Source: an optimization exercise on an open RTL-to-GDS flow (aim: small area). Production flows keep margins and buffers that such runs may drop. Only simulation tests tie the RTL to the original design; equivalence was not proved. Power figures rest on the tool's default switching activity, not on a simulated workload.

==> job 4959: inputs <==
==> flow/design.v (excerpt) <==
module Microprocessor(
    input oscillator,
    input reset,
    input [7:0] instruction,
    output [6:0] seg1,
    output [6:0] seg2,
    output [6:0] seg3,
    output [6:0] seg4,
    output [7:0] PC
);
    wire [1:0] op = instruction[7:6];
    wire [1:0] rs = instruction[5:4];
    wire [1:0] rt = instruction[3:2];
    wire [1:0] rd = instruction[1:0];
    wire isAdd, isLoad, isStore, isJump;
    wire [7:0] rsData, rtData, sum, memData, wd;
    ControlUnit cu(.op(op), .reset(reset), .isAdd(isAdd), .isLoad(isLoad),
                   .isStore(isStore), .isJump(isJump));
    RegisterFile rf(.clk(oscillator), .reset(reset), .rs(rs), .rt(rt),
                    .rd(isAdd ? rd : rt), .writeData(wd),
                    .RegWrite(isAdd | isLoad),
                    .rsData(rsData), .rtData(rtData));
    ALU alu(.A(rsData), .B(rtData), .Y(sum));
    wire [4:0] index = rsData[4:0] + {{3{rd[1]}}, rd};
    DataMemory dm(.clk(oscillator), .reset(reset), .index(index),
                  .writeData(wd), .MemWrite(isStore), .MemRead(isLoad),
                  .readData(memData));
    assign wd = ({8{isAdd}} & sum) | memData | ({8{isStore}} & rtData) |
                ({8{isJump}} & {6'b000000, rd});
    ProgramCounter pc(.clk(oscillator), .reset(reset), .isJump(isJump),
                      .rd(rd), .PC(PC));
    Hex_to_7seg display1(.hex(wd[7:4]), .seg(seg1));
    Hex_to_7seg display2(.hex(wd[3:0]), .seg(seg2));
    Hex_to_7seg display3(.hex(PC[7:4]), .seg(seg3));
    Hex_to_7seg display4(.hex(PC[3:0]), .seg(seg4));
endmodule
Settings: LEC_CHECK=0, ABC_AREA=1, CAP_MARGIN=20, CORE_MARGIN=2, CORE_UTILIZATION=55, GPL_TIMING_DRIVEN=0, SLEW_MARGIN=20; clock period 10.0 ns.
standard.sh (not shown) runs the stock make flow with config.mk's settings and CLKGATE_MAP_FILE= SYNTH_SCRIPT=/design/flow/synth_recipe.tcl, a recipe that flattens the netlist after the stock synthesis.
==> flow/flow/run.sh <==
#!/bin/bash
# Own layout flow: the standard synthesis, then the combinational logic
# is rebuilt from a structural netlist (gen.py: memory, register file, read
# multiplexers and adders as hand-placed sky130hd cells; the small decoders
# mapped by Yosys/ABC with an area script). The registers keep the standard
# synthesis's names and cell types. The rest is the standard layout,
# with port buffers of buf_1 and a clock tree without dummy loads.
set -euo pipefail
cd "$(dirname "$0")/.."
W=$PWD
R=$W/orfs/results/${FLOW_PLATFORM:-sky130hd}/Microprocessor/base

bash standard.sh synth > $W/std_synth.log 2>&1
cp $R/1_2_yosys.v $W/std_1_2_yosys.v
python3 flow/gen.py $W/std_1_2_yosys.v $W/hand.v > $W/gen.log 2>&1
bash flow/map.sh $W/hand.v $W/mapped.v $W/map.log
cp $W/mapped.v $R/1_2_yosys.v
rm -f $R/1_synth.odb

bash standard.sh \
  "BUFFER_PORTS_ARGS=-buffer_cell sky130_fd_sc_hd__buf_1" \
  "CTS_ARGS=-sink_clustering_enable -repair_clock_nets -dont_use_dummy_load -buf_list sky130_fd_sc_hd__clkbuf_16 -sink_clustering_size 24 -sink_clustering_max_diameter 80" \
  finish > $W/layout.log 2>&1
Other scripts of this flow, unchanged in this note and not shown: flow/flow/area.abc, flow/flow/gen.py, flow/flow/map.sh, flow/flow/map.ys, flow/flow/seg7.v
==> job 3735: changes against job 4959 <==
--- a/flow/flow/run.sh
+++ b/flow/flow/run.sh
@@ -21,3 +21,3 @@
   "BUFFER_PORTS_ARGS=-buffer_cell sky130_fd_sc_hd__buf_1" \
-  "CTS_ARGS=-sink_clustering_enable -repair_clock_nets -dont_use_dummy_load -buf_list sky130_fd_sc_hd__clkbuf_16 -sink_clustering_size 24 -sink_clustering_max_diameter 80" \
+  "CTS_ARGS=-sink_clustering_enable -repair_clock_nets -dont_use_dummy_load -buf_list sky130_fd_sc_hd__clkbuf_8 -sink_clustering_size 16 -sink_clustering_max_diameter 60" \
   finish > $W/layout.log 2>&1
==> comparison table <==
quantity	job 3735	job 4959
Outcome	timing/DRC/antenna clean	timing/DRC/antenna clean
Met3 routing resource usage after global routing	0.0667	0.0685
Least-Margin Pin Slew	1.25 ns	1.23 ns
Combined buffer and inverter count along the critical path	7	6
Drt via density	7.05	7.06
Clock buffers	24	16
Wire length of the first global-routing pass	55.8 mm	55.5 mm
Number of clock buffers inserted by TritonCTS	24	16
Multi-input combinational cell area	5690 µm²	5690 µm²
Setup skew after layout	0.0464 ns	0.0367 ns
Net switching power	1.43 mW	1.44 mW
Final standard cell area without fillers	12800 µm²	12900 µm²
Wire length on met1	15.5 mm	15.7 mm
Power per cell area	302 nW/µm²	306 nW/µm²
Number of cells on the critical path	28	27
Relative max-transition margin	0.164	0.180
All-layer global routing usage	0.324	0.322
Shortest period the worst path allows	9.87 ns	9.86 ns
Post-route core utilization	0.614	0.618
Final-layout non-clock buffer area share	0.0261	0.0270
Metal3 WL	3.99 mm	3.77 mm
Via count of the first global-routing pass	9456	9400
Endpoint of the worst register-to-register path	dm.word[28].q[7]	dm.word[25].q[7]
Share of cells above drive strength 1	0.0802	0.0763

* * *

==> nickel <==
==> flow/design.v <==
`timescale 1ns / 1ps
module ALU(
    input [7:0] A,
    input [7:0] B,
    output [7:0] Y
    );    
    assign Y = A + B;
endmodule
module ControlUnit(
    input  [1:0] op,
    output       isAdd,
    output       isLoad,
    output       isStore,
    output       isJump
    );
    assign isAdd   = (op == 2'b00);
    assign isLoad  = (op == 2'b01);
    assign isStore = (op == 2'b10);
    assign isJump  = (op == 2'b11);
endmodule
module DataMemory(
    input        clk,
    input        reset,
    input  [4:0] index,
    input  [7:0] writeData,
    input        MemWrite,
    output [7:0] readData
    );
    wire [7:0] wd0 = writeData & {8{~reset}};
    wire [7:0] wd1 = writeData | {8{reset}};
    wire [3:0] lo  = 4'b0001 << index[1:0];
    wire [7:0] hi  = 8'b00000001 << index[4:2];
    wire [7:0] hiw = hi & {8{MemWrite}};
    wire [7:0] rd_terms [0:31];
    genvar g, b;
    generate
        for (g = 0; g < 32; g = g + 1) begin : word
            localparam [7:0] INIT = (g < 16) ? g : (8'd0 - (g - 16));
            reg  [7:0] q;
            wire       hit  = lo[g % 4] & hi[g / 4];
            wire       hitw = lo[g % 4] & hiw[g / 4];
            wire       hold = ~(hitw | reset);
            wire       wr1  = hitw | reset;
            for (b = 0; b < 8; b = b + 1) begin : bit_
                always @(posedge clk) begin
                    if (INIT[b])
                        q[b] <= (wr1 & wd1[b]) | (hold & q[b]);
                    else
                        q[b] <= (hitw & wd0[b]) | (hold & q[b]);
                end
            end
            assign rd_terms[g] = {8{hit}} & q;
        end
    endgenerate
    reg [7:0] acc;
    integer k;
    always @(*) begin
        acc = 8'd0;
        for (k = 0; k < 32; k = k + 1)
            acc = acc | rd_terms[k];
    end
    assign readData = acc;
endmodule
module Hex_to_7seg(
    input  [3:0] hex,
    output [6:0] seg
    );
    localparam [111:0] TABLE = {
        7'h71, 7'h79, 7'h5E, 7'h39, 7'h7C, 7'h77, 7'h6F, 7'h7F,
        7'h07, 7'h7D, 7'h6D, 7'h66, 7'h4F, 7'h5B, 7'h06, 7'h3F };
    assign seg = TABLE[hex * 7 +: 7];
endmodule
module ProgramCounter(
    input            clk,
    input            reset,
    input            isJump,
    input      [1:0] rd,
    output reg [7:0] PC
    );
    wire [7:0] step = isJump ? ({{6{rd[1]}}, rd} + 8'd1) : 8'd1;
    always @(posedge clk) begin
        if (reset)
            PC <= 8'd0;
        else
            PC <= PC + step;
    end
endmodule
module RegisterFile(
    input        clk,
    input        reset,
    input  [1:0] rs, rt, rd,
    input  [7:0] writeData,
    input        RegWrite,
    output [7:0] rsData, rtData
    );
    wire [7:0] r [0:3];
    wire       wen = RegWrite & ~reset;
    genvar g;
    generate
        for (g = 0; g < 4; g = g + 1) begin : reg_
            reg  [7:0] q;
            wire       wr   = wen & (rd == g);
            wire       hold = ~reset & ~(RegWrite & (rd == g));
            always @(posedge clk)
                q <= ({8{wr}} & writeData) | ({8{hold}} & q);
            assign r[g] = q;
        end
    endgenerate
    assign rsData = r[rs];
    assign rtData = r[rt];
endmodule
module Microprocessor(
    input oscillator,
    input reset,
    input [7:0] instruction,
    output [6:0] seg1,
    output [6:0] seg2,
    output [6:0] seg3,
    output [6:0] seg4,
    output [7:0] PC
);
    wire [1:0] op = instruction[7:6];
    wire [1:0] rs = instruction[5:4];
    wire [1:0] rt = instruction[3:2];
    wire [1:0] rd = instruction[1:0];
    wire isAdd, isLoad, isStore, isJump;
    wire [7:0] rsData, rtData, sum, memData, writeData;
    ControlUnit cu(.op(op), .isAdd(isAdd), .isLoad(isLoad),
                   .isStore(isStore), .isJump(isJump));
    RegisterFile rf(.clk(oscillator), .reset(reset), .rs(rs), .rt(rt),
                    .rd(isAdd ? rd : rt), .writeData(writeData),
                    .RegWrite(isAdd | isLoad),
                    .rsData(rsData), .rtData(rtData));
    ALU alu(.A(rsData), .B(rtData), .Y(sum));
    wire [4:0] index = rsData[4:0] + {{3{rd[1]}}, rd};
    DataMemory dm(.clk(oscillator), .reset(reset), .index(index),
                  .writeData(rtData), .MemWrite(isStore), .readData(memData));
    assign writeData = isAdd   ? sum :
                       isLoad  ? memData :
                       isStore ? rtData : {6'b000000, rd};
    ProgramCounter pc(.clk(oscillator), .reset(reset), .isJump(isJump),
                      .rd(rd), .PC(PC));
    Hex_to_7seg display1(.hex(writeData[7:4]), .seg(seg1));
    Hex_to_7seg display2(.hex(writeData[3:0]), .seg(seg2));
    Hex_to_7seg display3(.hex(PC[7:4]), .seg(seg3));
    Hex_to_7seg display4(.hex(PC[3:0]), .seg(seg4));
endmodule
==> flow/run.sh <==
#!/bin/bash
# synth_recipe.tcl (not shown) runs the flow's synth.tcl, then flattens the netlist and writes it again
# the make line also repeats each setting of config.mk as NAME=value (left out here)
make -C /OpenROAD-flow-scripts/flow DESIGN_CONFIG=/design/flow/config.mk WORK_HOME=/design/flow/orfs CLKGATE_MAP_FILE= SYNTH_SCRIPT=/design/flow/synth_recipe.tcl finish
==> flow/config.mk <==
export PLATFORM = sky130hd
export DESIGN_NAME = Microprocessor
export DESIGN_NICKNAME = Microprocessor
export VERILOG_FILES = /design/flow/design.v
export SDC_FILE = /design/flow/constraint.sdc
export NUM_CORES = 4
export LEC_CHECK = 0
export ABC_AREA = 1
export CAP_MARGIN = 20
export CORE_MARGIN = 2
export CORE_UTILIZATION = 40
export SLEW_MARGIN = 20
==> flow/constraint.sdc <==
create_clock -name core_clock -period 10.0 [get_ports {oscillator}]
set_input_delay 2.0000 -clock core_clock [delete_from_list [all_inputs] [get_ports {oscillator}]]
set_output_delay 2.0000 -clock core_clock [all_outputs]
set_load 0.01 [all_outputs]
==> inputs of willow, as changes to nickel <==
--- a/flow/config.mk
+++ b/flow/config.mk
@@ -6,7 +6,8 @@
 export NUM_CORES = 4
 export LEC_CHECK = 0
 export ABC_AREA = 1
-export CAP_MARGIN = 20
+export CAP_MARGIN = 5
 export CORE_MARGIN = 2
 export CORE_UTILIZATION = 40
-export SLEW_MARGIN = 20
+export CTS_BUF_LIST = sky130_fd_sc_hd__clkbuf_4 sky130_fd_sc_hd__clkbuf_8
+export SLEW_MARGIN = 5
==> impl_results.md <==
* Maximum vdd drop at 0.169 mV
* P_leak at 6.72 nW
* Fraction of area in registers at 43.7%
* Worst-Margin Slew at 1.17 ns
* Comb power frac at 18.6%
* Final net count at 1893
* Clock buf count at 71
* Layout cells sized above 1 at 9.77%
* Final WS setup at 0.301 ns
* Status: timing/DRC/antenna clean
* Clk Latency, worst-skew pair at 0.62 ns
* Final critical-path required period at 9.70 ns
* Overall Power at 3.03 mW
# the run above: willow

==> impl_results.md <==
* First-pass GRT wire length at 72000 um
* Layout cells sized above 1 at 7.76%
* Worst-Margin Slew at 1.14 ns
* #FFs+latches synth at 296
* P_leak at 6.69 nW
* Final setup violation count at 0
* Main combinational cell family by area after synthesis: simple AND/OR/NAND/NOR gates
* Clk Latency, worst-skew pair at 0.55 ns
* Clock buf count at 45
* Maximum vdd drop at 0.139 mV
* Status: timing/DRC/antenna clean
* Fraction of area in registers at 43.6%
* Non-clk invs at 165
* Final critical-path required period at 9.69 ns
* Share of the yosys chip area belonging to registers at 49.7%
* Final net count at 1877
* Overall Power at 3.13 mW
# the run above: nickel

-- afterwards: timing with drivers on the ports --
How much do the figures lean on ideal ports? The routed layouts below were timed once more, with nothing changed but the port constraints. Step 1 sets driving cells, clkbuf_16 on the clock port and buf_2 on the other inputs (assumed; they add their load-dependent delay and slew). Step 2, shift: input delay + t, output delay - t, t = (earliest + latest rising clock arrival at the registers) / 2. This alone moves slack from input paths to output paths. Slacks: ideal ports / drivers / drivers and shift; pairs: ideal ports / drivers.
| run | t, ns | setup slack, ns | worst setup path at the end | clock arrival spread, ns | pins driven straight from the clock port |
|---|---|---|---|---|---|
| job 4959 | 0.538 | 0.140 / 0.119 / 0.119 | input to output | 0.036 / 0.037 | 1 |
| job 3735 | 0.599 | 0.134 / 0.114 / 0.114 | input to output | 0.046 / 0.047 | 1 |
| nickel | 0.582 | 0.311 / 0.283 / 0.283 | input to output | 0.041 / 0.040 | 1 |
| willow | 0.660 | 0.301 / 0.273 / 0.273 | input to output | 0.024 / 0.024 | 1 |
After both steps every run listed still meets setup and hold.
